Context: an optimization exercise on an open-source flow, tuned for small area. The choices shown serve that exercise and are no tape-out recipe. The RTL was checked by simulation tests, not by an equivalence proof against the original design. Power is estimated from default activity; no workload was simulated.

$ cat run.sh
#!/bin/bash
# synth_recipe.tcl (not shown) runs the flow's synth.tcl, then flattens the netlist and writes it again
# the make line also repeats each setting of config.mk as NAME=value (left out here)
make -C /OpenROAD-flow-scripts/flow DESIGN_CONFIG=/design/flow/config.mk WORK_HOME=/design/flow/orfs CLKGATE_MAP_FILE= SYNTH_SCRIPT=/design/flow/synth_recipe.tcl finish
$ cat config.mk
export PLATFORM = sky130hd
export DESIGN_NAME = Pong
export DESIGN_NICKNAME = Pong
export VERILOG_FILES = /design/flow/design.v
export SDC_FILE = /design/flow/constraint.sdc
export NUM_CORES = 4
export LEC_CHECK = 0
export CAP_MARGIN = 20
export CORE_MARGIN = 2
export CORE_UTILIZATION = 40
export PLACE_DENSITY = 0.6
export SLEW_MARGIN = 20
$ cat constraint.sdc
create_clock -name core_clock -period 8.0 [get_ports {clock}]
set_input_delay 1.6000 -clock core_clock [delete_from_list [all_inputs] [get_ports {clock}]]
set_output_delay 1.6000 -clock core_clock [all_outputs]
set_load 0.01 [all_outputs]
$ cat design.v
module LT24Display #(
    parameter CLOCK_FREQ = 50000000,
    parameter WIDTH = 240,
    parameter HEIGHT = 320,
    parameter XBITS = 
    (WIDTH <= 2) ? 1 : 
    (WIDTH <= 4) ? 2 : 
    (WIDTH <= 8) ? 3 : 
    (WIDTH <= 16) ? 4 : 
    (WIDTH <= 32) ? 5 : 
    (WIDTH <= 64) ? 6 : 
    (WIDTH <= 128) ? 7 : 
    (WIDTH <= 256) ? 8 : 
    (WIDTH <= 512) ? 9 : 
    (WIDTH <= 1024) ? 10 : 
    (WIDTH <= 2048) ? 11 : 
    (WIDTH <= 4096) ? 12 : 
    (WIDTH <= 8192) ? 13 : 
    (WIDTH <= 16384) ? 14 : 
    (WIDTH <= 32768) ? 15 : 
    (WIDTH <= 65536) ? 16 : 
    (WIDTH <= 131072) ? 17 : 
    (WIDTH <= 262144) ? 18 : 
    (WIDTH <= 524288) ? 19 : 
    (WIDTH <= 1048576) ? 20 : 
    (WIDTH <= 2097152) ? 21 : 
    (WIDTH <= 4194304) ? 22 : 
    (WIDTH <= 8388608) ? 23 : 
    (WIDTH <= 16777216) ? 24 : 
    -1,
    parameter YBITS = 
    (HEIGHT <= 2) ? 1 : 
    (HEIGHT <= 4) ? 2 : 
    (HEIGHT <= 8) ? 3 : 
    (HEIGHT <= 16) ? 4 : 
    (HEIGHT <= 32) ? 5 : 
    (HEIGHT <= 64) ? 6 : 
    (HEIGHT <= 128) ? 7 : 
    (HEIGHT <= 256) ? 8 : 
    (HEIGHT <= 512) ? 9 : 
    (HEIGHT <= 1024) ? 10 : 
    (HEIGHT <= 2048) ? 11 : 
    (HEIGHT <= 4096) ? 12 : 
    (HEIGHT <= 8192) ? 13 : 
    (HEIGHT <= 16384) ? 14 : 
    (HEIGHT <= 32768) ? 15 : 
    (HEIGHT <= 65536) ? 16 : 
    (HEIGHT <= 131072) ? 17 : 
    (HEIGHT <= 262144) ? 18 : 
    (HEIGHT <= 524288) ? 19 : 
    (HEIGHT <= 1048576) ? 20 : 
    (HEIGHT <= 2097152) ? 21 : 
    (HEIGHT <= 4194304) ? 22 : 
    (HEIGHT <= 8388608) ? 23 : 
    (HEIGHT <= 16777216) ? 24 : 
    -1
)(
    input              clock,
    input              globalReset,
    output             resetApp,
    input  [XBITS-1:0] xAddr,
    input  [YBITS-1:0] yAddr,
    input  [     15:0] pixelData,
    input              pixelWrite,
    output reg         pixelReady,
    input              pixelRawMode,
    input  [      7:0] cmdData,
    input              cmdWrite,
    input              cmdDone,
    output reg         cmdReady,
    output             LT24Wr_n,
    output             LT24Rd_n,
    output             LT24CS_n,
    output             LT24RS,
    output             LT24Reset_n,
    output [     15:0] LT24Data,
    output             LT24LCDOn
);
assign LT24LCDOn = 1'b1;  
wire reset;  
ResetSynchroniser resetGen (
    .clock   (clock      ),  
    .resetIn (globalReset),  
    .resetOut(reset      )   
);
reg  [6:0] initDataRomAddr;
wire [6:0] initRomMaxAddr;
wire [8:0] initData;
LT24InitialData #(
    .WIDTH(WIDTH),
    .HEIGHT(HEIGHT)
) initDataRom (
    .clock   (clock          ),
    .addr    (initDataRomAddr),
    .initData(initData       ),
    .maxAddr (initRomMaxAddr )
);
reg        displayInitialised;
wire       displayReady;
reg        displayRegSelect;
reg [15:0] displayData;
reg        displayWrite;
reg [15:0] xAddrTemp;  
reg [15:0] yAddrTemp;  
reg [15:0] pixelDataTemp;
reg [3:0] stateMachine;
localparam INIT_STATE   = 4'b0000;  
localparam LOAD_STATE   = 4'b0001;  
localparam IDLE_STATE   = 4'b1111;  
localparam CASET_STATE  = 4'b1110;  
localparam XHADDR_STATE = 4'b1101;  
localparam XLADDR_STATE = 4'b1100;  
localparam PASET_STATE  = 4'b1011;  
localparam YHADDR_STATE = 4'b1010;  
localparam YLADDR_STATE = 4'b1001;  
localparam WRITE_STATE  = 4'b1000;  
localparam CMD_STATE    = 4'b0111;  
always @ (posedge clock or posedge reset) begin
    if (reset) begin
        displayRegSelect                <= 1'b1;
        displayData                     <= 16'b0;
        displayWrite                    <= 1'b0;
        displayInitialised              <= 1'b0;
        initDataRomAddr                 <= 7'b0;
        cmdReady                        <= 1'b0;                         
        pixelReady                      <= 1'b0;                         
        stateMachine                    <= INIT_STATE;                   
    end else begin
        case (stateMachine)
            INIT_STATE: begin  
                displayInitialised      <= 1'b0;                         
                initDataRomAddr         <= 7'b0;                         
                stateMachine            <= LOAD_STATE;                   
            end
            LOAD_STATE: begin  
                if (displayReady) begin  
                    displayData         <= {8'b0,initData[7:0]};         
                    displayRegSelect    <= initData[8];                  
                    displayWrite        <= 1'b1;                         
                    if (initDataRomAddr < initRomMaxAddr) begin
                        initDataRomAddr <= initDataRomAddr + 7'b1;       
                    end else begin
                        stateMachine    <= IDLE_STATE;                   
                    end
                end
            end
            IDLE_STATE: begin
                displayInitialised      <= 1'b1;                         
                if (displayReady && cmdWrite) begin
                    cmdReady            <= 1'b1;                         
                    pixelReady          <= 1'b0;                         
                    displayData         <= {8'b0,cmdData};               
                    displayWrite        <= 1'b1;                         
                    displayRegSelect    <= 1'b0;                         
                    stateMachine        <= CMD_STATE;                    
                end else if (displayReady && pixelWrite) begin
                    cmdReady            <= 1'b0;                         
                    pixelReady          <= 1'b1;                         
                    xAddrTemp           <= {{(16-XBITS){1'b0}},xAddr};   
                    yAddrTemp           <= {{(16-YBITS){1'b0}},yAddr};   
                    pixelDataTemp       <= pixelData;                    
                    if (pixelRawMode) begin
                        displayRegSelect<= 1'b1;                         
                        displayData     <= pixelData;                    
                    end else begin
                        displayRegSelect<= 1'b0;                         
                        displayData     <= 16'h2A;                       
                        stateMachine    <= CASET_STATE;                  
                    end
                    displayWrite        <= 1'b1;                         
                end else begin
                    cmdReady            <= 1'b0;                         
                    pixelReady          <= 1'b0;                         
                    displayWrite        <= 1'b0;                         
                end
            end
            CMD_STATE: begin
                cmdReady                <= displayReady;                 
                if (displayReady && cmdWrite) begin
                    displayData         <= {8'b0,cmdData};               
                    displayWrite        <= 1'b1;                         
                    if (cmdDone) begin
                        stateMachine    <= IDLE_STATE;
                    end
                end else begin
                    displayWrite        <= 1'b0;                         
                end
            end
            CASET_STATE: begin  
                pixelReady              <= 1'b0;                         
                if (displayReady) begin
                    displayRegSelect    <= 1'b1;                         
                    displayData         <= {8'b0,xAddrTemp[15:8]};       
                    displayWrite        <= 1'b1;                         
                    stateMachine        <= XHADDR_STATE;                 
                end
            end
            XHADDR_STATE: begin  
                if (displayReady) begin
                    displayRegSelect    <= 1'b1;                         
                    displayData         <= {8'b0,xAddrTemp[7:0]};        
                    displayWrite        <= 1'b1;                         
                    stateMachine        <= XLADDR_STATE;                 
                end
            end
            XLADDR_STATE: begin  
                if (displayReady) begin
                    stateMachine        <= PASET_STATE;                  
                    displayRegSelect    <= 1'b0;                         
                    displayData         <= 16'h2B;                       
                    displayWrite        <= 1'b1;                         
                end
            end
            PASET_STATE: begin  
                if (displayReady) begin
                    stateMachine        <= YHADDR_STATE;                 
                    displayRegSelect    <= 1'b1;                         
                    displayData         <= {8'b0,yAddrTemp[15:8]};       
                    displayWrite        <= 1'b1;                         
                end
            end
            YHADDR_STATE: begin  
                if (displayReady) begin
                    stateMachine        <= YLADDR_STATE;                 
                    displayRegSelect    <= 1'b1;                         
                    displayData         <= {8'b0,yAddrTemp[7:0]};        
                    displayWrite        <= 1'b1;                         
                end
            end
            YLADDR_STATE: begin  
                if (displayReady) begin
                    stateMachine        <= WRITE_STATE;                  
                    displayRegSelect    <= 1'b0;                         
                    displayData         <= 16'h2C;                       
                    displayWrite        <= 1'b1;                         
                end
            end
            WRITE_STATE: begin  
                if (displayReady) begin
                    stateMachine        <= IDLE_STATE;                   
                    displayRegSelect    <= 1'b1;                         
                    displayData         <= pixelDataTemp;                
                    displayWrite        <= 1'b1;                         
                end
            end
            default: begin
                stateMachine            <= INIT_STATE;                   
            end
        endcase        
    end
end
assign resetApp = reset || !displayInitialised;
LT24DisplayInterface #(
    .CLOCK_FREQ(CLOCK_FREQ)
) LT24Interface (
    .clock      (clock           ),  
    .reset      (reset           ),  
    .regSelect  (displayRegSelect),
    .data       (displayData     ),
    .write      (displayWrite    ),
    .ready      (displayReady    ),
    .LT24Wr_n   (LT24Wr_n        ),
    .LT24Rd_n   (LT24Rd_n        ),
    .LT24CS_n   (LT24CS_n        ),
    .LT24RS     (LT24RS          ),
    .LT24Reset_n(LT24Reset_n     ),
    .LT24Data   (LT24Data        )
);
endmodule
module LT24DisplayInterface #(
    parameter CLOCK_FREQ = 64'd50000000
)(
    input              clock,
    input              reset,
    input              regSelect,  
    input      [ 15:0] data,
    input              write,      
    output             ready,      
    output             LT24Wr_n,
    output             LT24Rd_n,
    output             LT24CS_n,
    output             LT24RS,
    output             LT24Reset_n,
    output     [ 15:0] LT24Data
);
localparam RESETTIME = 64'd120;  
localparam RESETCOUNT = (RESETTIME * CLOCK_FREQ) / 64'd1000;
localparam RESETBITS = 
    (RESETCOUNT+1 <= 2) ? 1 : 
    (RESETCOUNT+1 <= 4) ? 2 : 
    (RESETCOUNT+1 <= 8) ? 3 : 
    (RESETCOUNT+1 <= 16) ? 4 : 
    (RESETCOUNT+1 <= 32) ? 5 : 
    (RESETCOUNT+1 <= 64) ? 6 : 
    (RESETCOUNT+1 <= 128) ? 7 : 
    (RESETCOUNT+1 <= 256) ? 8 : 
    (RESETCOUNT+1 <= 512) ? 9 : 
    (RESETCOUNT+1 <= 1024) ? 10 : 
    (RESETCOUNT+1 <= 2048) ? 11 : 
    (RESETCOUNT+1 <= 4096) ? 12 : 
    (RESETCOUNT+1 <= 8192) ? 13 : 
    (RESETCOUNT+1 <= 16384) ? 14 : 
    (RESETCOUNT+1 <= 32768) ? 15 : 
    (RESETCOUNT+1 <= 65536) ? 16 : 
    (RESETCOUNT+1 <= 131072) ? 17 : 
    (RESETCOUNT+1 <= 262144) ? 18 : 
    (RESETCOUNT+1 <= 524288) ? 19 : 
    (RESETCOUNT+1 <= 1048576) ? 20 : 
    (RESETCOUNT+1 <= 2097152) ? 21 : 
    (RESETCOUNT+1 <= 4194304) ? 22 : 
    (RESETCOUNT+1 <= 8388608) ? 23 : 
    (RESETCOUNT+1 <= 16777216) ? 24 : 
    -1;  
localparam ZERO = 0;
localparam ONE = 1;
reg [RESETBITS-1:0] counter;
always @ (posedge clock or posedge reset) begin
    if (reset) begin
        counter <= ZERO[RESETBITS-1:0];                  
    end else if (counter < RESETCOUNT) begin  
        counter <= counter + ONE[RESETBITS-1:0];         
    end
end
reg writeDly;
always @ (posedge clock or posedge reset) begin
    if (reset) begin
        writeDly <= 1'b0;
    end else begin
        writeDly <= write && !writeDly;
    end
end
assign ready = !(counter < RESETCOUNT) && !(write && !writeDly);
assign LT24CS_n     = 1'b0;
assign LT24Rd_n     = 1'b1;
assign LT24Data     = data;
assign LT24RS       = regSelect;
assign LT24Wr_n     = writeDly;
assign LT24Reset_n  = !reset;
endmodule
module ResetSynchroniser (
    input clock,
    input resetIn,
    output resetOut
);
reg [3:0] resetSync;
always @ (posedge clock or posedge resetIn) begin
    if (resetIn) begin
        resetSync <= 4'hF;  
    end else begin
        resetSync <= {resetSync[2:0],1'b0};  
    end
end
assign resetOut = resetSync[3];
endmodule
module LT24InitialData #(
    parameter WIDTH  = 240,
    parameter HEIGHT = 320
)(
    input            clock,
    input      [6:0] addr,
    output reg [8:0] initData,
    output     [6:0] maxAddr
);
localparam MAX_X_PIXEL = WIDTH - 1;
localparam MAX_Y_PIXEL = HEIGHT - 1;
localparam INIT_LENGTH = 102;
assign maxAddr = INIT_LENGTH[6:0];  
always @ (posedge clock) begin
    case (addr)
        7'd000: initData <= {1'b0,8'hEF};
        7'd001: initData <= {1'b1,8'h03};
        7'd002: initData <= {1'b1,8'h80};
        7'd003: initData <= {1'b1,8'h02};
        7'd004: initData <= {1'b0,8'hCF};
        7'd005: initData <= {1'b1,8'h00};
        7'd006: initData <= {1'b1,8'h81};
        7'd007: initData <= {1'b1,8'hc0};
        7'd008: initData <= {1'b0,8'hED};
        7'd009: initData <= {1'b1,8'h64};
        7'd010: initData <= {1'b1,8'h03};
        7'd011: initData <= {1'b1,8'h12};
        7'd012: initData <= {1'b1,8'h81};
        7'd013: initData <= {1'b0,8'hE8};
        7'd014: initData <= {1'b1,8'h85};
        7'd015: initData <= {1'b1,8'h01};
        7'd016: initData <= {1'b1,8'h78};
        7'd017: initData <= {1'b0,8'hCB};
        7'd018: initData <= {1'b1,8'h39};
        7'd019: initData <= {1'b1,8'h2C};
        7'd020: initData <= {1'b1,8'h00};
        7'd021: initData <= {1'b1,8'h34};
        7'd022: initData <= {1'b1,8'h02};
        7'd023: initData <= {1'b0,8'hF7};
        7'd024: initData <= {1'b1,8'h20};
        7'd025: initData <= {1'b0,8'hEA};
        7'd026: initData <= {1'b1,8'h00};
        7'd027: initData <= {1'b1,8'h00};
        7'd028: initData <= {1'b0,8'hC0};
        7'd029: initData <= {1'b1,8'h23};
        7'd030: initData <= {1'b0,8'hC1};
        7'd031: initData <= {1'b1,8'h10};
        7'd032: initData <= {1'b0,8'hC5};
        7'd033: initData <= {1'b1,8'h3E};
        7'd034: initData <= {1'b1,8'h28};
        7'd035: initData <= {1'b0,8'hC7};
        7'd036: initData <= {1'b1,8'h86};
        7'd037: initData <= {1'b0,8'h36};
        7'd038: initData <= {1'b1,8'h48};
        7'd039: initData <= {1'b0,8'h3A};
        7'd040: initData <= {1'b1,8'h55};
        7'd041: initData <= {1'b0,8'hB1};
        7'd042: initData <= {1'b1,8'h00};
        7'd043: initData <= {1'b1,8'h1b};
        7'd044: initData <= {1'b0,8'hB6};
        7'd045: initData <= {1'b1,8'h08};
        7'd046: initData <= {1'b1,8'h82};
        7'd047: initData <= {1'b1,8'h27};
        7'd048: initData <= {1'b0,8'hF2};
        7'd049: initData <= {1'b1,8'h00};
        7'd050: initData <= {1'b0,8'h26};
        7'd051: initData <= {1'b1,8'h01};
        7'd052: initData <= {1'b0,8'hE0};
        7'd053: initData <= {1'b1,8'h0F};
        7'd054: initData <= {1'b1,8'h31};
        7'd055: initData <= {1'b1,8'h2B};
        7'd056: initData <= {1'b1,8'h0C};
        7'd057: initData <= {1'b1,8'h0E};
        7'd058: initData <= {1'b1,8'h08};
        7'd059: initData <= {1'b1,8'h4E};
        7'd060: initData <= {1'b1,8'hF1};
        7'd061: initData <= {1'b1,8'h37};
        7'd062: initData <= {1'b1,8'h07};
        7'd063: initData <= {1'b1,8'h10};
        7'd064: initData <= {1'b1,8'h03};
        7'd065: initData <= {1'b1,8'h0E};
        7'd066: initData <= {1'b1,8'h09};
        7'd067: initData <= {1'b1,8'h00};
        7'd068: initData <= {1'b0,8'hE1};
        7'd069: initData <= {1'b1,8'h00};
        7'd070: initData <= {1'b1,8'h0E};
        7'd071: initData <= {1'b1,8'h14};
        7'd072: initData <= {1'b1,8'h03};
        7'd073: initData <= {1'b1,8'h11};
        7'd074: initData <= {1'b1,8'h07};
        7'd075: initData <= {1'b1,8'h31};
        7'd076: initData <= {1'b1,8'hC1};
        7'd077: initData <= {1'b1,8'h48};
        7'd078: initData <= {1'b1,8'h08};
        7'd079: initData <= {1'b1,8'h0F};
        7'd080: initData <= {1'b1,8'h0C};
        7'd081: initData <= {1'b1,8'h31};
        7'd082: initData <= {1'b1,8'h36};
        7'd083: initData <= {1'b1,8'h0f};
        7'd084: initData <= {1'b0,8'hB1};
        7'd085: initData <= {1'b1,8'h00};
        7'd086: initData <= {1'b1,8'h01};
        7'd087: initData <= {1'b0,8'hf6};
        7'd088: initData <= {1'b1,8'h01};
        7'd089: initData <= {1'b1,8'h10};
        7'd090: initData <= {1'b1,8'h00};
        7'd091: initData <= {1'b0,8'h11};
        7'd092: initData <= {1'b0,8'h2A};
        7'd093: initData <= {1'b1,8'h00};
        7'd094: initData <= {1'b1,8'h00};
        7'd095: initData <= {1'b1,MAX_X_PIXEL[15:8]};
        7'd096: initData <= {1'b1,MAX_X_PIXEL[ 7:0]};
        7'd097: initData <= {1'b0,8'h2B};
        7'd098: initData <= {1'b1,8'h00};
        7'd099: initData <= {1'b1,8'h00};
        7'd100: initData <= {1'b1,MAX_Y_PIXEL[15:8]};
        7'd101: initData <= {1'b1,MAX_Y_PIXEL[ 7:0]};
        7'd102: initData <= {1'b0,8'h29};
        default: initData <= {1'b0,8'h00};  
    endcase
end
endmodule
module Xaddr#(
	parameter X_MAX = 240
	)(
	input wire			clock,
	input wire 			reset,
	input wire 			enable,
	output reg [7:0] 	x_addr
	);
	always @(posedge clock or posedge reset) begin 
		if (reset) begin 
			x_addr <= 0;
		end else if (enable) begin
			if (x_addr >= X_MAX) begin
				x_addr <= 8'd0;
			end else begin 
			x_addr <= x_addr + 8'd1;
			end
		end
	end
endmodule
module Yaddr#(
	parameter Y_MAX = 9'd320
	)(
	input wire			clock,
	input wire 			reset,
	input wire 			enable,
	output reg [8:0] 	y_addr
	);
	always @(posedge clock or posedge reset) begin 
		if (reset) begin 
			y_addr <= 9'd0;
		end else if (enable) begin
			if (y_addr >= Y_MAX) begin
				y_addr <= 9'd0;
			end else begin 
				y_addr <= y_addr + 9'd1;
			end
		end
	end
endmodule
module ClockDivider #(
	parameter CLOCK_IN = 50000000,						 
	parameter CLOCK_OUT = 128000,						 
	parameter HALF_CLOCK_RATIO = (CLOCK_IN/CLOCK_OUT)/2	 
	)(
	input 		clk_in,									 
	input			rst,								 
	output reg	clk_out,									 
	output		tick										 
);
	reg [23:0]	count;									 
	always @(posedge clk_in) begin		 
		 if(rst) begin
			count <=	24'd0;							 
			clk_out <= 1'b1;
		 end else begin
			if (count == (HALF_CLOCK_RATIO)-1) begin
				count <=	24'd0;						 
				clk_out <= ~clk_out;
			end else begin
				count <= count + 1'b1;					 
			end
		end
	end
	assign tick = !rst && (count == (HALF_CLOCK_RATIO)-1) && !clk_out;
endmodule
module Ball #(
	parameter SIZE = 9'd10,							 
	parameter MAX_Y = 9'd290,						 
	parameter MAX_X = 8'd239,						 
	parameter MIN_Y = 9'd30,						 
	parameter MIN_X = 8'd0,							 
	parameter START_Y = 9'd155,					 
	parameter START_X = 8'd115,					 
	parameter PADDLE_WIDTH = 9'd5,
	parameter PADDLE_HEIGHT = 8'd41
	)(
	input wire			reset,						 
	input wire			clock,						 
	input wire			tick,						 
	input wire	[7:0]	player_1_x,					 
	input	wire	[7:0]	player_2_x,					 
	output reg	[8:0]	ball_y,						 
	output reg	[7:0]	ball_x,						 
	output reg			player_1_scored,
	output reg			player_2_scored
	);
	reg direction_y, direction_x;					 
	reg [8:0]	next_y;
	reg [7:0]	next_x;
	reg			next_dir_y, next_dir_x, next_p1_scored, next_p2_scored;
	always @(posedge clock) begin								
		next_y = ball_y;
		next_x = ball_x;
		next_dir_y = direction_y;
		next_dir_x = direction_x;
		next_p1_scored = player_1_scored;
		next_p2_scored = player_2_scored;
		if (reset) begin
			next_y = START_Y;							 
			next_x = START_X;							 
			next_dir_y = 1;							 
			next_dir_x = 0;							 
			next_p1_scored = 1'b0;
			next_p2_scored = 1'b0;
		end else if (tick) begin
			if ((next_y == MIN_Y + PADDLE_WIDTH)  && (((next_x + SIZE) > player_1_x) && ((next_x) < player_1_x + PADDLE_HEIGHT))) begin				
				next_dir_y = ~next_dir_y;
				next_p1_scored = 1'b0;
				next_p2_scored = 1'b0;
			end else if (((next_y + SIZE) == MAX_Y) && (((next_x + SIZE) > player_2_x) && ((next_x) < player_1_x + PADDLE_HEIGHT))) begin
				next_dir_y = ~next_dir_y;
				next_p1_scored = 1'b0;
				next_p2_scored = 1'b0;
			end else if ((next_x	+ SIZE) == MAX_X || next_x == MIN_X) begin	 
				next_dir_x = ~next_dir_x;
				next_p1_scored = 1'b0;
				next_p2_scored = 1'b0;
			end
			if (next_dir_x == 1) begin
				next_x = next_x + 8'd1;
				next_p1_scored = 1'b0;
				next_p2_scored = 1'b0;
			end else begin
				next_x = next_x - 8'd1;
				next_p1_scored = 1'b0;
				next_p2_scored = 1'b0;
			end
			if (next_dir_y == 1) begin
				next_y = next_y + 9'd1;
				if (next_y > 9'd319) begin
					next_p1_scored = 1'b0;
					next_p2_scored = 1'b1;
					next_y = START_Y;
					next_x = START_X;
					next_dir_y = ~next_dir_y;
				end
			end else begin
				next_y = next_y - 9'd1;
				if (next_y < 9'd1) begin
					next_p1_scored = 1'b1;
					next_p2_scored = 1'b0;
					next_y = START_Y;
					next_x = START_X;
					next_dir_y = ~next_dir_y;
				end
			end
		end
		ball_y <= next_y;
		ball_x <= next_x;
		direction_y <= next_dir_y;
		direction_x <= next_dir_x;
		player_1_scored <= next_p1_scored;
		player_2_scored <= next_p2_scored;
	end
endmodule
module Paddle#(
	parameter WIDTH = 9'd5,						 
	parameter HEIGTH = 8'd40,					 
	parameter MAX_Y = 9'd320,					 
	parameter MAX_X = 8'd239,					 
	parameter MIN_Y = 9'd0,						 
	parameter MIN_X = 8'd0,						 
	parameter START_X = (MAX_X - MIN_X) / 2,	 
	parameter POSITION_Y = 30
	)(
	input wire 			reset,		 
	input wire 			clock,		 
	input wire 			tick,		 
	input wire 			up,			 
	input wire 			down,		 
	output reg [7:0]	paddle_x	 
	);
	always @(posedge clock or posedge reset) begin
		if (reset) begin
			paddle_x <= START_X;
		end else if (tick) begin
			if (up) begin
				if ((paddle_x + HEIGTH) < MAX_X) begin
					paddle_x <= paddle_x + 8'd1;
				end else begin 
					paddle_x <= MAX_X - HEIGTH;
				end
			end else if (down) begin
				if (paddle_x > MIN_X) begin
					paddle_x <= paddle_x - 8'd1;
				end else begin 
					paddle_x <= MIN_X;
				end
			end else begin 
				paddle_x <= paddle_x;
			end
		end
	end
endmodule
module Graphics #(
	parameter BACKGROUND_RGB	= 16'b0000000000000000,	 
	parameter BALL_RGB 			= 16'b0000011111000000,	 
	parameter PADDLE_1_RGB		= 16'b1111100000000000,	 
	parameter PADDLE_2_RGB		= 16'b0000000000111111,	 
	parameter BALL_SIZE			= 10,					 
	parameter PADDLE_WIDTH 		= 5,					 
	parameter PADDLE_HEIGTH 	= 40,					 
	parameter PADDLE_1_Y		= 9'd30,				 
	parameter PADDLE_2_Y		= 9'd290				 
	)(
	input wire			clock,		 
	input wire			reset,		 
	input wire [7:0]	ball_x,		 
	input wire [8:0]	ball_y,		 
	input wire [7:0]	paddle_1_x,	 
	input wire [7:0]	paddle_2_x,	 
	input wire [7:0]	pixel_x,	 
	input wire [8:0]	pixel_y,	 
	output reg [15:0]	pixel_rgb	 
	);
	always @(posedge clock or posedge reset) begin 
		if (reset) begin
		  pixel_rgb <= BACKGROUND_RGB;
		end else begin
			if (((pixel_x >= paddle_2_x) && (pixel_x <= (paddle_2_x + PADDLE_HEIGTH))) && ((pixel_y >= PADDLE_2_Y) && ((pixel_y <= (PADDLE_2_Y + PADDLE_WIDTH))))) begin
				pixel_rgb <= PADDLE_2_RGB;
			end else if (((pixel_x >= paddle_1_x) && (pixel_x <= (paddle_1_x + PADDLE_HEIGTH))) && (pixel_y >= PADDLE_1_Y && pixel_y <= (PADDLE_1_Y + PADDLE_WIDTH))) begin
				pixel_rgb <= PADDLE_1_RGB;
			end else if ((((pixel_y >= ball_y) && (pixel_y <= (ball_y + BALL_SIZE))) && ((pixel_x >= ball_x) && (pixel_x <= (ball_x + BALL_SIZE))))) begin
				pixel_rgb <= BALL_RGB;
			end else begin
				pixel_rgb <= BACKGROUND_RGB;
			end
		end
	end
endmodule	
module win (
    input clock,
    input tick,     
	 input reset,
	 input p1_scored,
	 input p2_scored,
	 output reg win1,
	 output reg win2,
	 output reg [3:0]	score1,
	 output reg [3:0]	score2,
	 output reg	update_score     
	 );
	localparam MAX_SCORE = 10;		
	always @ (posedge clock) begin
	   if (reset) begin 
		     score1 <= 4'b0;
			  score2 <= 4'b0;
			  win1 <= 0;
			  win2 <= 0;
			  update_score <= 0;
	   end else if (!tick) begin
	   end else if (p1_scored) begin     
		     score1 <= score1 + 1'b1;
			  update_score <= 1;
	   end else if (score1 == MAX_SCORE) begin     
		     win1 <= 1;
			  update_score <= 0;     
		 end else if (p2_scored) begin     
		     score2 <= score2 + 1'b1;
			  update_score <= 1;
		 end else if (score2 == MAX_SCORE) begin    
		     win2 <= 1;
			  update_score <= 0;
		 end else 
			update_score <= 0;
	end
endmodule
module BinaryToBCD #(
	parameter INPUT_LENGTH = 8,
	parameter N_DIGITS = 2
	)(
	input	wire								clock,
	input	wire								reset,
	input	wire								start,
	input wire	[INPUT_LENGTH-1:0]	binary,
	output 	 	[N_DIGITS*4-1:0]		bcd,
	output 									completed
	);
	localparam IDLE 					= 3'b000;
	localparam SHIFT					= 3'b001;
	localparam CHECK_SHIFT_INDEX	= 3'b010;
	localparam ADD						= 3'b011;
	localparam CHECK_DIGIT_INDEX	= 3'b100;
	localparam FINISHED				= 3'b101;
	reg [2:0] state;
	reg [7:0] loop_counter;
	reg [3:0] decimal_digit_index;
	reg [INPUT_LENGTH-1:0]	binary_buf;
	reg 	[N_DIGITS*4-1:0]	bcd_buf;
	reg							completed_buf;
	always @(posedge clock) begin
		if (reset) begin
			state <= IDLE;
			loop_counter <= 0;
			decimal_digit_index <= 0;
			completed_buf <= 1'b0;
		end else
		case (state)
			IDLE :
				begin
				completed_buf <= 1'b0;
				if (start == 1'b1) begin
					binary_buf <= binary;
					state <= SHIFT;
					bcd_buf <= 0;
					end else begin
					state <= IDLE;
					end
				end
			SHIFT	:
				begin
				bcd_buf <= bcd_buf << 1;
				bcd_buf[0] <= binary_buf[INPUT_LENGTH-1];
				binary_buf <= binary_buf << 1;
				state <= CHECK_SHIFT_INDEX;
				end
			CHECK_SHIFT_INDEX :
				begin
				if (loop_counter == (INPUT_LENGTH-1)) begin
					loop_counter <= 0;
					state <= FINISHED;
				end else begin
					loop_counter <= loop_counter + 1;
					state <= ADD;
					end
				end
			ADD :
				begin
				if (bcd_buf[(decimal_digit_index*4)+:4] > 4) begin
					bcd_buf[(decimal_digit_index*4)+:4] <= bcd_buf[(decimal_digit_index*4)+:4] + 3;
				end
				state <= CHECK_DIGIT_INDEX;
				end
			CHECK_DIGIT_INDEX:
				begin
				if (decimal_digit_index == N_DIGITS-1) begin
					decimal_digit_index <= 0;
					state <= SHIFT;
				end else begin
					decimal_digit_index <= decimal_digit_index + 1;
					state <= ADD;
				end
				end
			FINISHED :
				begin
				completed_buf <= 1'b1;
				state <= IDLE;
				end
			default:
				state <= IDLE;
		endcase
	end
	assign bcd = bcd_buf;
	assign completed = completed_buf;
endmodule 
module Display7Segment (
		input			 clock,		 
		input	   		 reset,		 
		input  	   [3:0] N_in,		 
		input			 update,	 
		output reg [6:0] N_out		 
	);
	always @(posedge clock or posedge reset) begin
		if (reset) begin
			N_out <= 7'b1000000;
		end else if (update)
		case (N_in)
			4'b0000: N_out <= 7'b1000000;
			4'b0001: N_out <= 7'b1111001;
			4'b0010: N_out <= 7'b0100100;
			4'b0011: N_out <= 7'b0110000;
			4'b0100: N_out <= 7'b0011001;
			4'b0101: N_out <= 7'b0010010;
			4'b0110: N_out <= 7'b0000010;
			4'b0111: N_out <= 7'b1111000;
			4'b1000: N_out <= 7'b0000000;
			4'b1001: N_out <= 7'b0010000;
			default: N_out <= 7'b1000000;
		endcase
	end
endmodule 
module led #(
    parameter COUNTER_BITS = 25
    ) (
    input clock,
	 input reset,
	 input right,
	 input left,
	output wire [9:1] led     
	 );
	reg [COUNTER_BITS-1:0] counter;     
	 reg enable;
	 reg [9:1] led_loop;
	 wire enable_loop;
	 assign enable_loop = enable;
	 assign led = led_loop;
	 always @ (posedge clock) begin
	     if (reset) begin
		      counter <= {COUNTER_BITS{1'b0}};
		  end else begin
		      counter <= counter+1'b1;     
		  end
	 end 
	 always @ (posedge clock) begin
	     if (reset) begin
		      enable <= 1'b0;
	     end else if (counter=={1'b0, {(COUNTER_BITS-1){1'b1}}}) begin     
		      enable <= 1'b1;
		  end else begin
		      enable <= 1'b0;
		  end 
	 end 
	 always @ (posedge clock) begin
	     if (reset) begin
		      led_loop <= 9'b100000000;     
		  end else if(enable_loop && left) begin
			  led_loop <= {led_loop[1], led_loop[9:2]};     
		  end else if(enable_loop && right) begin
			  led_loop <= {led_loop[8:1], led_loop[9]};     
		  end
	 end
endmodule
module Pong #(
	parameter LCD_WIDTH  = 240,
	parameter LCD_HEIGHT = 320,
	parameter CLOCK_FREQ = 12800     
	)(
	input wire	clock,
	input wire		player_1_up,
	input wire		player_1_down,
	input wire		player_2_up,
	input wire		player_2_down,     
	input wire 		pause,     
	input wire     globalReset,     
        output 		   resetApp,    
	output [13:0] 	display_score1,     
	output [13:0]	display_score2,
	output [8:0]	leds,     
   output        LT24Wr_n,
   output        LT24Rd_n,
   output        LT24CS_n,
   output        LT24RS,
   output        LT24Reset_n,
   output [15:0] LT24Data,
   output        LT24LCDOn
	);
	wire 	        game_clock;
	wire			game_tick;     
	wire [7:0]	paddle_1_x, paddle_2_x;     
	wire [7:0]	ball_x;     
	wire [8:0]	ball_y;     
	wire		pixelReady;     
	reg 		pixelWrite;     
	wire [15:0]	graphicOut;     
	reg  [15:0]	pixelData;    
	wire [8:0]	y_addr;
	wire [7:0] 	x_addr;
	wire p1_scores, p2_scores, p1_wins, p2_wins;     
	wire update_score;
	wire [3:0] score1;     
	wire [3:0] score2;
	wire [7:0] bcd_score1;     
	wire [7:0] bcd_score2;    
	wire conv_comp1, conv_comp2;
	LT24Display #(
		.WIDTH       (LCD_WIDTH  ),
		.HEIGHT      (LCD_HEIGHT ),
		.CLOCK_FREQ  (CLOCK_FREQ )
		) Display (
		.clock       (clock      ),
		.globalReset (globalReset),
		.resetApp    (resetApp   ),
		.xAddr       (x_addr      ),
		.yAddr       (y_addr      ),
		.pixelData   (pixelData  ),
		.pixelWrite  (pixelWrite ),
		.pixelReady  (pixelReady ),
		.pixelRawMode(1'b0       ),
		.cmdData     (8'b0       ),
		.cmdWrite    (1'b0       ),
		.cmdDone     (1'b0       ),
		.cmdReady    (           ),
		.LT24Wr_n    (LT24Wr_n   ),
		.LT24Rd_n    (LT24Rd_n   ),
		.LT24CS_n    (LT24CS_n   ),
		.LT24RS      (LT24RS     ),
		.LT24Reset_n (LT24Reset_n),
		.LT24Data    (LT24Data   ),
		.LT24LCDOn   (LT24LCDOn  )
		);
	reg resetGC;     
	Xaddr GameXaddr ( 
		.clock	(clock),
		.reset	(resetApp),
		.enable	(pixelReady),
		.x_addr	(x_addr)
		);
	wire YaddrEN = pixelReady && (x_addr == (LCD_WIDTH-1));
	Yaddr GameYaddr (
		.clock	(clock),
		.reset	(resetApp),
		.enable	(YaddrEN),
		.y_addr	(y_addr)
		);
	ClockDivider #(
		.CLOCK_IN	(CLOCK_FREQ),
		.CLOCK_OUT	(50)
		) GameClock (
		.clk_in		(clock),
		.rst			(resetGC),
		.clk_out		(game_clock),
		.tick			(game_tick)
		);
	Ball GameBall (
		.reset		(resetApp),									
		.clock		(clock),
		.tick		(game_tick),
		.player_1_x	(paddle_1_x),						
		.player_2_x	(paddle_2_x),						
		.ball_y		(ball_y),			
		.ball_x		(ball_x),
		.player_1_scored	(p1_scores),
		.player_2_scored	(p2_scores)
		);
	Paddle Paddle1 (
		.reset 		(resetApp),
		.clock		(clock),
		.tick		(game_tick),
		.up			(~player_1_up),
		.down			(~player_1_down),
		.paddle_x	(paddle_1_x)
	);
	Paddle#(
		.POSITION_Y (290)
		) Paddle2 (
		.reset 		(resetApp),
		.clock		(clock),
		.tick		(game_tick),
		.up			(~player_2_up),
		.down			(~player_2_down),
		.paddle_x	(paddle_2_x)
	);
	Graphics GameGraphics (
		.clock		(clock),
		.reset		(resetApp),
		.ball_x		(ball_x),
		.ball_y		(ball_y),
		.paddle_1_x	(paddle_1_x),
		.paddle_2_x	(paddle_2_x),
		.pixel_x		(x_addr),
		.pixel_y		(y_addr),
		.pixel_rgb	(graphicOut)
		);
	win GameScore(
		.clock		(clock),
		.tick		(game_tick),
		.reset		(resetApp),
		.p1_scored	(p1_scores),
		.p2_scored	(p2_scores),
		.win1			(p1_wins),
		.win2			(p2_wins),
		.score1		(score1),
		.score2		(score2),
		.update_score	(update_score)
	);
	BinaryToBCD #(
		.INPUT_LENGTH		(4),
		.N_DIGITS			(2)
	)converter1(
		.clock				(clock),
		.reset				(resetApp),
		.start				(update_score),
		.binary				(score1),
		.bcd					(bcd_score1),
		.completed			(conv_comp1)
	);
	Display7Segment score1digit1 (
		.clock			(clock),
		.reset			(resetApp),
		.N_in				(bcd_score1 [3:0]),
		.update			(conv_comp1),
		.N_out			(display_score1 [6:0])
	);
	Display7Segment score1digit2 (
		.clock			(clock),
		.reset			(resetApp),
		.N_in				(bcd_score1 [7:4]),
		.update			(conv_comp1),
		.N_out			(display_score1 [13:7])
	);
	BinaryToBCD #(
		.INPUT_LENGTH		(4),
		.N_DIGITS			(2)
	)converter2(
		.clock				(clock),
		.reset				(resetApp),
		.start				(update_score),
		.binary				(score2),
		.bcd					(bcd_score2),
		.completed			(conv_comp2)
	);
	Display7Segment score2digit1 (
		.clock			(clock),
		.reset			(resetApp),
		.N_in				(bcd_score2 [3:0]),
		.update			(conv_comp2),
		.N_out			(display_score2 [6:0])
	);
	Display7Segment score2digit2 (
		.clock			(clock),
		.reset			(resetApp),
		.N_in				(bcd_score2 [7:4]),
		.update			(conv_comp2),
		.N_out			(display_score2 [13:7])
	);
	led #(
		.COUNTER_BITS	($clog2(CLOCK_FREQ) - 1)
	) LightShow(
		.clock		(clock),
		.reset		(resetApp),
		.right		(p1_wins),
		.left			(p2_wins),
		.led			(leds)
	);
	always @ (posedge clock or posedge resetApp) begin
		if (resetApp) begin     
        pixelWrite <= 1'b0;
		end else begin
        pixelWrite <= 1'b1;
		end
	end
	always @ (posedge clock or posedge resetApp) begin
		if (resetApp) begin
			pixelData <= 16'b0;     
		end else if (pixelReady) begin
			pixelData <= graphicOut;
		end
	end
	reg [31:0] counter;
	always @(posedge clock) begin 
		if (resetApp) begin     
			counter <= 32'd0;
			resetGC <= 1'b1;     
		end else if (pause) begin     
			resetGC <= 1'b1;
		end else if ((p1_wins || p2_wins) && (counter < 7*CLOCK_FREQ)) begin     
			counter <= counter + 1;
			resetGC <= 1'b1;
		end else begin
			resetGC <= 1'b0;
		end
	end
endmodule
==> flow_summary.toml <==
[pwr]
p_total_mw = 3.32
switchingPower_mw = 0.696
intPower_mw = 2.63
power_frac_clock_pct = 50.9
p_leak_nw = 8.13
ir_worst_vdd_uv = 151
swShare_pct = 21.0
power_frac_comb_pct = 1.6
sequentialPowerShare_pct = 47.5
powerDensity_nw_per_um2 = 157

[synthesis]
synth.distinct_cells = 85
yosys_warnings = 16
synth_edf_count = 44
async_reset_ff_share_pct = 35.5
synthCells = 2225
yosysTopAreaCellShare_pct = 16.2
syn_avg_cell_area_um2 = 8.53
synth_area_um2 = 19000
seq_area_frac_synth_pct = 37.7
synth-seq-cells = 307
yosysTopAreaCell = "dfxtp_1"
synth_ff_type = "dfxtp_1"
ys_top_cells_by_area = "dfxtp_1, dfrtp_1, ha_1, edfxtp_1, o21ai_0"

[sta]
fmax_ghz = 0.184
max-slew-margin-rel_pct = 31.9
fin_hold_ws_ps = 356
clock_skew_ps = 22.2
rsz0062_at_grt = "no"
setup_viol = 0
hold_viol_final = 0
min_period_over_period_pct = 67.8
fin_crit_ps = 5420
slew_viol_final = 0
worst_pin_slew_ps = 1010
setup_tns_ps = 0

[cells_and_area]
area.growth.synth_to_final_pct = 11.8
post-route-util_pct = 45.5
design_area_um2 = 21200
nFillCells = 4506
final_nets = 2390
n_antenna_cell = 0
final_layout_size_suffix_gt1_share_pct = 5.82

[clock_tree]
ctsResizeCount = 0
clock_sinks = 307
htree_levels = 2
clock_latency_ps = 560
cts_root_buf = "clkbuf_16"
hold_buffers = 0
cts_tree = "built"
post_cts_buffers = 0
path_clk_slew_ps = 60
cts_buffers = 37
cts.path.max_buffers = 3

[worst_setup_path]
reg2reg_slack_ps = 2580
crit_end = "GameBall.ball_x[7]"
cp_num_buf_inv = 1
worst_path_largest_cell_delay_ps = 520
cp-start-kind = "register"
worst-setup-path-type = "register to register"
r2r-end = "GameBall.ball_x[7]"
required_ps = 8440
path_delay_family = "compound AO/OA/AOI/OAI gates"
cp.depth = 22
cp_max_fo = 9
crit_arrival_ps = 5860
crit_chain = "a21oi_1 -> nor3_1 -> xnor2_1 -> inv_1 -> ha_1 -> nand3_1 -> or3_1 -> o2111ai_1 -> o2111ai_1 -> a221o_2 -> nand2_1 -> xor2_1 -> ha_1 -> a21o_1 -> a21oi_1 -> nor2b_1 -> o21ai_0 -> a21oi_1 -> xor2_1 -> xnor2_1 -> nor4b_1 -> a311o_1"
critPathLaunch = "GameBall.ball_x[3]"
cp-end-kind = "register"
r2r-start = "GameBall.ball_x[3]"
cp_slowest_cell = "dfxtp_1"
cp_common_cell = "a21oi_1"
reg2reg_depth = 22

[floorplan]
rows = 79
ioPinCount = 67
die_y_um = 222
initial_core_util_pct = 40.7
dieArea_um2 = 49200
die_x_um = 222
core_region_area_um2 = 46700

[drt]
viasPerCell = 5.57
antenna_left = 0
num_vias = 15900
drtIter0Drc = 1320
postRouteWirelength_um = 44900
wire_per_inst_um = 15.7
drcViolationCount = 0
dr.pass1.iters = 17

[placed_design]
dp_hpwl_um = 31100
place_congestion = 0.875
numPortBuffers = 63
dpl_cell_area_um2 = 20000

[global_route]
grt_first_pass_wirelength_um = 75300
grt_pass1_vias = 15000
track_usage_pct = 18.1
antenna_found_initial = 0
overflow = 0
grt_max_degree = 65

[status]
outcome = "timing/DRC/antenna clean"

[min_path]
hold_path.class = "register to register"

[run]
max-cap-violations = 0
==> per-layer routing <==
| layer | up-vias | routed length (um) | track usage, % |
|---|---|---|---|
| li1 | 7913 | - | - |
| met1 | 7605 | 21400 | 25.0 |
| met2 | 347 | 20600 | 29.4 |
| met3 | 71 | 1930 | 2.46 |
| met4 | 0 | 974 | 5.34 |
| met5 | - | 0 | 0 |
==> synth_stat cells (44+ instances only) <==
cell type,count
a21oi_1,149
clkbuf_1,94
dfrtp_1,88
dfxtp_1,154
edfxtp_1,44
ha_1,157
inv_1,111
nand2_1,222
nand3_1,60
nor2_1,212
nor3_1,56
o21ai_0,176
xnor2_1,66
xor2_1,58
==> state kept, by name, indices dropped and copies added (netlist names), 9 cells and up <==
signal                         cells
Display.displayData               10
GameYaddr.y_addr                   9
Display.initDataRom.initData       9
Display.LT24Interface.counter     11
GameBall.ball_y                    9
counter                           32
LightShow.led_loop                 9
Display.yAddrTemp                  9
LightShow.counter                 13
GameClock.count                   24
==> power groups by stage <==
stage	clock network, mW	logic [mW]	registers (mW)
finish	1.69	0.0547	1.58
global placement	0	0.0535	1.61
detailed placement	0	0.0544	1.61
CTS	1.74	0.0546	1.58
floorplan	0	0.0415	1.61
global route	1.80	0.0623	1.58
==> final cells by class <==
class / count / area (um2) / share of cell area [%]
tap: 607 / 759 / 3.58
multi-input combinational: 1684 / 10900 / 51.4
sequential: 307 / 7160 / 33.7
inverter: 116 / 438 / 2.06
clock inverter: 9 / 134 / 0.631
timing repair buffer: 78 / 743 / 3.50
clock buffer: 58 / 1090 / 5.12
==> cell families (layout without fill, tap and decap cells) <==
kind of cell             after synthesis  count (layout)  synth area share, %
adder cells (fa/ha/maj)              160             160                 10.6
other                                  2               5               0.0396
multiplexers                          55              55                 3.07
XOR/XNOR                             125             125                 5.87
buffers and inverters                237             261                 4.95
flip-flops                           307             307                 37.7
AND/OR/NAND/NOR                      782             782                 19.7
AO/OA/AOI/OAI                        557             557                 18.1
==> cells in the final DEF, fill, tap and decap left out, types with 58 or more instances in the layout <==
cell type and instances:
a21oi_1 149, ha_1 157, xor2_1 58, dfxtp_1 154, xnor2_1 66, o21ai_0 175, inv_1 110, nand2_1 221
clkdlybuf4s50_1 63, nor2_1 212, dfrtp_1 88, nand3_1 60
==> metrics by stage <==
stage,setup slack (ps),std cells
2_1_floorplan,3260,2228
3_3_place_gp,2760,2792
3_5_place_dp,2590,2792
4_1_cts,2530,2859
5_1_grt,2070,2859
6_report,2580,2859
==> worst min path at each step <==
stage | startpoint | slack, ps | cells past startpoint | endpoint
CTS | Display.resetGen.resetSync[1] | 360 | 0 | Display.resetGen.resetSync[2]
global placement | Display.resetGen.resetSync[2] | 350 | 0 | Display.resetGen.resetSync[3]
global route | Display.resetGen.resetSync[1] | 360 | 0 | Display.resetGen.resetSync[2]
floorplan | Display.resetGen.resetSync[0] | 350 | 0 | Display.resetGen.resetSync[1]
finish | Display.resetGen.resetSync[1] | 360 | 0 | Display.resetGen.resetSync[2]
detailed placement | Display.resetGen.resetSync[0] | 350 | 0 | Display.resetGen.resetSync[1]

==> port drivers added, routing unchanged <==
In the flow no input, the clock included, has a driving cell. The finished layout below was timed again as built, in two steps. Step 1 assumes that a clkbuf_16 drives the clock port and a buf_2 every other input. Step 2 also shifts input and output timing later by t, the mid clock arrival at the registers, as if the neighbouring blocks saw the same clock. Three values: no drivers, after step 1, after step 2; two values: the first two.
shift t [ns]: 0.598
setup WS [ns]: 2.576 / 2.576 / 2.576
worst slew at a driven data input, ns: 0.05
pins driven straight from the clock port: 1
After both steps this run still meets setup and hold. For this run, drivers alone change the setup slack by 0.000 ns; drivers and shift together by 0.000 ns.
